This design comes from an exercise in tuning for small area, a short achievable clock period and few clock cycles per item on the open sky130 flow, not from production work.
No functional check of the RTL was part of any run shown here.
No activity file was given, so power comes from the tool's default toggle rates.

==> flow/design.v, too long to show whole: its modules and the start of the top module <==
// module multiplier: 1188 lines
// module mont_reduction: 10 lines
// module mod_exponent: 184 lines
module mod_exponent #(parameter WIDTH = 64) (
    input wire clk_in,
    input wire rst_in,
    input wire [WIDTH-1:0] base,
    input wire [WIDTH-1:0] exponent,
    input wire [WIDTH-1:0] modulo,
    input wire [WIDTH-1:0] inv_modulo,
    input wire [WIDTH:0] R,
    input wire [WIDTH-1:0] start_product,
    input wire valid_in,
    input wire ready_in,
    output logic [WIDTH-1:0] c_out,
    output logic valid_out,
    output logic busy_out
    );
  // ...
==> flow/flow/run.sh <==
#!/bin/bash
# Standard layout, with timing repair aiming well below the clock period so
# the resizer works on the paths that set the achieved period, and small
# port buffers (every port still gets one).
set -euo pipefail
export SETUP_SLACK_MARGIN=5.8
export BUFFER_PORTS_ARGS="-buffer_cell sky130_fd_sc_hd__buf_1"
bash standard.sh > standard.log 2>&1
==> flow/standard.sh <==
#!/bin/bash
# synth_recipe.tcl (not shown) runs the flow's synth.tcl, then flattens the netlist and writes it again
# the make line also repeats each setting of config.mk as NAME=value (left out here)
make -C /OpenROAD-flow-scripts/flow DESIGN_CONFIG=/design/flow/config.mk WORK_HOME=/design/flow/orfs CLKGATE_MAP_FILE= SYNTH_SCRIPT=/design/flow/synth_recipe.tcl "${@:-finish}"
==> flow/config.mk <==
export PLATFORM = sky130hd
export DESIGN_NAME = mod_exponent
export DESIGN_NICKNAME = mod_exponent
export VERILOG_FILES = /design/flow/design.v
export SDC_FILE = /design/flow/constraint.sdc
export NUM_CORES = 4
export LEC_CHECK = 0
export CAP_MARGIN = 20
export CORE_MARGIN = 2
export CORE_UTILIZATION = 30
export PLACE_DENSITY = 0.4
export SLEW_MARGIN = 20
==> flow/constraint.sdc <==
create_clock -name core_clock -period 10.0 [get_ports {clk_in}]
set_input_delay 2.0000 -clock core_clock [delete_from_list [all_inputs] [get_ports {clk_in}]]
set_output_delay 2.0000 -clock core_clock [all_outputs]
set_load 0.01 [all_outputs]
==> results.txt, run 1 <==
Status
The flow ran to the end and the layout has no timing, DRC or antenna violations.

Clocking
The H-tree generated during clock tree synthesis spans 2 levels. The later-pin clock latency in the skew report is 0.62 ns. Clock tree synthesis found a total of 297 sinks. The number of resized instances in the post-cts repair step is 179.

Setup path
The critical path data arrival time is 6.06 ns. The worst setup path startpoint is c_r[0]. The most critical setup path has its endpoint at c_r[51]. Counting cells, the worst reg-to-reg path comes to 22. The highest fanout seen on the critical path is 7.

Data on the critical path is required at its endpoint by 10.54 ns. For this design, the slowest cell found on the critical path is sky130_fd_sc_hd__fa_2.

Synth
The fraction of post-synthesis cell area in the top cell type by area is 34.00%. The synthesized netlist net count is 4104. The synthesized netlist devotes 0.8011% of its cell area to XOR and XNOR gates. By area, the combinational part of the netlist is dominated by adder cells.

Power
The reported sequential group power is 1.91 mW. The worst voltage drop across the vdd grid is 0.0001689 V. The analysis attributes to net switching a power of 5.062 mW.

In this run, flip-flops and latches consume 18.1% of the power. In this run switching power makes up 47.94% of total power.

Route
In the routed design, unresolved DRC markers number 0. In the final routed layout, each cell accounts on average for 22.54 microns. In the routed layout, each cell is associated on average with a via count of 4.631.

Cells and area
In the final layout, the share of cells above drive strength 1 is 13.55%. The top cell types in the final layout, fill and taps aside, are 667 x sky130_fd_sc_hd__inv_1, 401 x sky130_fd_sc_hd__fa_1, 284 x sky130_fd_sc_hd__nand2_1, 254 x sky130_fd_sc_hd__buf_1, 243 x sky130_fd_sc_hd__mux2i_1. The final-layout fill cell count is 10.18k. The fraction of area in registers is 18.76%. The clock-cell share of area is 4.318%.

Place
The number of placed instances, taps included, is 4496. The count of port buffers added during placement is 261.

STA
The slew at the pin closest to its max-slew limit is 1.068 ns. The highest achievable clock rate is 181.1 MHz. The tightest slew margin relative to the limit is 28.78%.

Floorplanning
The core area is 99860 sq um. The effective utilization at floorplan is 30.19%.

Global route
Global routing consumed, on the met3 layer, 3.079% of the routing resources. The remaining global-route overflow is 0.
==> inputs of run 2 (changes only) <==
--- a/flow/flow/run.sh
+++ b/flow/flow/run.sh
@@ -5,3 +5,3 @@
 set -euo pipefail
-export SETUP_SLACK_MARGIN=5.8
+export SETUP_SLACK_MARGIN=6.3
 export BUFFER_PORTS_ARGS="-buffer_cell sky130_fd_sc_hd__buf_1"
==> run 2 against run 1 <==
Setup slack improved by 0.075 ns. Register-to-register slack gained 0.08 ns. Critical endpoint is now c_r[52]. Sequential cell count did not move. Core utilization is 0.056 points higher. Still clean on timing, DRC and antenna. Via count increased by 0.43%. Cell area increased by 0.16%. Die area unchanged. Sequential share of layout area barely moved. Largest cell class unchanged. Combinational power decreased by 1%.
==> results.txt, run 2 <==
Floorplanning
The die outline area is 103000 sq um (unchanged). The number of primary I/O pins is 455 (unchanged). The die boundary width is 321.0 microns (unchanged). The core area is 99860 sq um (unchanged). The height of the chip came to 321.0 microns (unchanged).

The effective utilization at floorplan is 30.19% (unchanged). The cell row count came to 116 (unchanged).

Cells and area
The final-layout fill cell count came to 10.21k (was 10.18k). The number of cells in the finished layout apart from fillers was 4624 (was 4615). The total non-filler cell area in the finished layout is 35350 sq um (was 35300 sq um). The leading cell type in the layout, fill and taps excluded is sky130_fd_sc_hd__inv_1 (unchanged). Commonest non-fill, non-tap cells in the layout: 675 x sky130_fd_sc_hd__inv_1, 409 x sky130_fd_sc_hd__fa_1, 302 x sky130_fd_sc_hd__nand2_1, 254 x sky130_fd_sc_hd__buf_1, 240 x sky130_fd_sc_hd__mux2i_1 (was 667 x sky130_fd_sc_hd__inv_1, 401 x sky130_fd_sc_hd__fa_1, 284 x sky130_fd_sc_hd__nand2_1, 254 x sky130_fd_sc_hd__buf_1, 243 x sky130_fd_sc_hd__mux2i_1). The net count of the finished layout is 4340 (was 4334).

The core occupancy in the finished layout is 35.40% (was 35.35%). The fraction of final layout cells sized beyond drive strength 1 is 13.07% (was 13.55%). The layout overhead on the synthesized area is 17.27% (was 17.08%). Regs by FF count: c_r (65), s_r (65), acc (64) (unchanged).

Min path
The destination of the worst hold path is valid_out (was busy_out). The number of cells on the worst hold path is 2 (unchanged). The path category of the worst min-delay check was register to register (unchanged). The startpoint of the worst hold path is valid_out (was busy_out).

Clocking
The later-pin clock latency in the skew report is 0.62 ns (about the same). The TritonCTS clock tree is yes (unchanged). The root buffer cell was sky130_fd_sc_hd__clkbuf_16 (unchanged). The worst-case clock buffer depth was 3 (unchanged).

The count of H-tree levels built during CTS is 2 (unchanged). The register clock-pin slew on the reported worst setup and hold paths came to 0.06 ns (about the same). The number of buffers added by the clock tree synthesis step was 45 (was 44).

The clock net sink count is 297 (unchanged).

Place
The setup slack after placement is 2.897 ns (was 3.072 ns). The instance area at placement is 32650 sq um (was 32620 sq um). The count of port buffers added during placement is 261 (unchanged). The placer's final routability congestion estimate is 0.8292 (was 0.8339). The instance count after placement with tap cells included was 4499 (was 4496). The post-DP HPWL is 79070 microns (was 79200 microns).

Synth
The cell type contributing the most total cell area after synthesis was sky130_fd_sc_hd__fa_1 (unchanged). The portion of the post-synthesis area used by sequential elements is 21.88% (unchanged). The number of synthesized flops with an enable pin was 65 (unchanged). The post-synthesis register bit count was 297 (unchanged). The gate count after technology mapping is 3048 (unchanged). The total number of yosys warnings came to 3 (unchanged). Top cell types by occurrence after synthesis: 716 x sky130_fd_sc_hd__inv_1, 512 x sky130_fd_sc_hd__fa_1, 332 x sky130_fd_sc_hd__nand2_1, 248 x sky130_fd_sc_hd__mux2i_1, 232 x sky130_fd_sc_hd__dfxtp_1 (unchanged). Ranking of synthesized cells by area: sky130_fd_sc_hd__fa_1 34%, sky130_fd_sc_hd__dfxtp_1 15%, sky130_fd_sc_hd__inv_1 8.9% (unchanged).

The commonest register cell after synthesis is sky130_fd_sc_hd__dfxtp_1 (unchanged). The synthesized netlist net count came to 4104 (unchanged). The mean cell area of the mapped netlist is 9.890 sq um (unchanged). The most numerous cell in the Yosys netlist is sky130_fd_sc_hd__inv_1 (unchanged). The number of different library cells in the post-synthesis netlist is 62 (unchanged).

The fraction of post-synthesis cell area in the top cell type by area is 34.00% (unchanged). The fraction of registers with async set or reset after synthesis is 0% (unchanged). The total standard cell area after synthesis is 30150 sq um (unchanged).

Setup path
The total number of cells along the worst setup path is 23 (was 22). The critical path capture point type is a register (unchanged). The length in cells of the worst reg-to-reg path is 23 (was 22). The highest fanout seen on the critical path was 6 (was 7). The delay of the slowest cell on the worst path is 0.60 ns (was 0.63 ns). The slack of the worst reg-to-reg path is 4.55 ns (was 4.48 ns). The slowest cell on the critical path is sky130_fd_sc_hd__fa_2 (unchanged). The worst endpoint required time came to 10.55 ns (was 10.54 ns). The type of the worst setup path is register to register (unchanged). The worst reg2reg path startpoint is pb_r[0] (was c_r[0]). The critical path data arrival time came to 5.99 ns (was 6.06 ns). The type of origin of the critical path is a register (unchanged). The capture instance of the worst register-to-register path is c_r[52] (was c_r[51]). Ordered cell list for the critical path: fa_1 > ha_2 > fa_2 > and2_4 > ha_4 > ha_4 > ha_4 > xnor2_4 > xnor2_2 > xnor2_2 > xnor2_2 > and2_4 > buf_4 > buf_12 > buf_16 > buf_12 > nand2_2 > fa_2 > inv_2 > fa_1 > fa_2 > mux2i_1 > nor2_1 (was fa_1 > ha_2 > fa_2 > and2_4 > ha_4 > ha_4 > ha_4 > xnor2_4 > xnor2_2 > xnor2_2 > xnor2_4 > and2_4 > buf_6 > buf_12 > buf_12 > nand2_4 > fa_2 > inv_2 > fa_1 > fa_2 > mux2i_1 > nor2_1).

The family with the most delay on the worst path is adder cells (unchanged). The buffers plus inverters on the worst setup path is 5 (was 4).

Route
The remaining antenna violation count is 0 (unchanged). The detail-routed via count per cell is 4.642 (was 4.631). The wire length per cell after detailed routing is 22.54 microns (about the same). The routed wire length came to 104200 microns (was 104000 microns). The total number of vias was 21.47k (was 21.37k). The number of optimization iterations in the first detailed-route pass is 5 (unchanged). The DRC violation count after routing is 0 (unchanged). The first-iteration detailed-routing DRC count came to 1230 (was 1246).

Global route
The remaining global-route overflow is 0 (unchanged). The number of antenna violations at the first check in global routing is 18 (was 9). The pin count of the biggest net entering global routing is 79 (was 71). The routing usage on met1 is 28.56% (was 29.35%). The all-layer global routing usage is 20.73% (was 20.78%). The fraction of met3 tracks used by global routing is 4.464% (was 3.079%). The met2 track demand over resource came to 32.64% (was 33.65%). The wire length of the first global-routing pass is 157100 microns (was 157900 microns). The number of global-route vias before repair is 23.91k (about the same). The most used routing layer in global routing was met2 (unchanged).

Power
The total chip power came to 10.48 mW (was 10.56 mW). The reported leakage power came to 15.70 nW (was 15.80 nW). The power dissipated by switching net loads is 4.981 mW (was 5.062 mW).

The worst voltage drop across the vdd grid is 0.0001550 V (was 0.0001689 V). The relative contribution of combinational cells to total power is 65.7% (was 66.0%). The internal power is 5.497 mW (about the same).

The proportion of total power due to net switching is 47.54% (was 47.94%). The clock network power share is 16.3% (was 15.8%). The part of the total power dissipated in sequential elements came to 18.1% (about the same).

The power density over the cells is 296.4 nW/um^2 (was 299.2 nW/um^2).

STA
RSZ-0062 raised after global routing: yes (unchanged). The number of endpoints failing setup at the final stage was 0 (unchanged). The setup TNS is 0 ns (unchanged). The tightest slew margin relative to the limit is 25.91% (was 28.78%). The number of max-slew violations in the final report was 0 (unchanged). The worst setup skew after layout came to 0.01885 ns (was 0.03299 ns). The worst hold margin came to 0.5340 ns (was 0.5349 ns). The clock period minus final worst setup slack is 5.446 ns (was 5.522 ns). The final-report hold violation count is 0 (unchanged). The slew at the pin closest to its max-slew limit is 1.111 ns (was 1.068 ns). The highest achievable clock rate is 183.6 MHz (was 181.1 MHz). The final worst setup slack is 4.554 ns (was 4.478 ns). The portion of the clock cycle consumed by the worst path in the final layout is 54.46% (was 55.22%).

Status
Result of the run: no timing/DRC/antenna violations (unchanged).

Run
The reported max-cap violation count was 0 (unchanged).
-- run 2: cells by family after synthesis --
group                      after synthesis  share of synthesized area [%]
AOI/OAI and AO/OA                      136                          2.652
xor gates and xnor gates                23                         0.8011
adders and majority gates              667                          40.43
buffers and inverters                  848                          10.68
DFF                                    297                          21.88
muxes                                  298                          11.45
and+or+nand+nor                        779                          12.10
-- run 2: area by class of cell --
| cell class | count | area [sq um] | share of cell area, % |
|---|---|---|---|
| Clock inverter | 16 | 198.9 | 0.5628 |
| Antenna cell | 5 | 12.51 | 0.03539 |
| Timing Repair Buffer | 317 | 1679 | 4.750 |
| Tap cell | 1298 | 1624 | 4.594 |
| Inverter | 718 | 2695 | 7.624 |
| Sequential cell | 297 | 6620 | 18.73 |
| Clock buffer | 68 | 1368 | 3.868 |
| Multi-Input combinational cell | 1905 | 21150 | 59.84 |
-- run 2: per-layer routing --
layer	wire, microns	vias to the layer above	part of all wire (%)
met2	47070	633	45
met3	7185	151	6.9
met5	80	-	0.077
li1	-	9609	-
met1	46860	11060	45
met4	3020	14	2.9
-- run 2: how the worst max path moves through the flow --
| stage | to | from | slack, ns |
|---|---|---|---|
| final | c_r[52] | pb_r[0] | 4.55 |
| after global placement | c_r[42] | c_r[0] | 2.93 |
| after detailed placement | c_r[42] | c_r[0] | 2.90 |
| after global routing | c_r[62] | pb_r[0] | 4.37 |
| after CTS | c_r[62] | s_r[0] | 4.44 |
| after floorplan | c_r[32] | c_r[0] | 4.77 |
-- run 2: timing repair --
action,4_1_cts,5_1_grt
endpoints found under the hold margin,0,0
resized for setup,121,64
cloned,4,0
hold buffers,0,0
pin swaps,40,47
setup buffers,23,9
endpoints found under the setup margin,212,142
-- run 2: tightest hold or removal path, stage by stage, from the launching register on --
cell                      delay (ns)
sky130_fd_sc_hd__dfxtp_1        0.32
sky130_fd_sc_hd__a21oi_1        0.12
sky130_fd_sc_hd__nor2_1         0.05
-- run 2: power by group through the flow --
| stage | Clock (mW) | Sequential (mW) | Combinational, mW |
|---|---|---|---|
| after CTS | 1.76 | 1.90 | 6.87 |
| after global routing | 1.80 | 1.93 | 7.76 |
| final | 1.70 | 1.89 | 6.88 |
| after floorplan | 0 | 1.75 | 4.15 |
| after detailed placement | 0 | 1.92 | 6.31 |
| after global placement | 0 | 1.92 | 6.30 |

==> separate check: timing with driven ports <==
How much do the figures lean on ideal ports? The routed layouts below were timed once more, with nothing changed but the port constraints.
Step 1 sets driving cells, clkbuf_16 on the clock port and buf_2 on the other inputs (assumed; they add their load-dependent delay and slew).
Step 2 moves the port delays by t, midway between the first and last clock arrival at a register: inputs arrive t later, outputs are due t later. That takes back most of the time a late clock gives input paths.
a / b / c = ideal / step 1 / step 2; a / b = the first two.
run	shift t [ns]	setup slack, ns	worst setup path after step 2
run 1	0.679	4.478 / 4.478 / 4.478	register to register
run 2	0.678	4.554 / 4.554 / 4.554	register to register
After both steps every run listed still meets setup and hold.
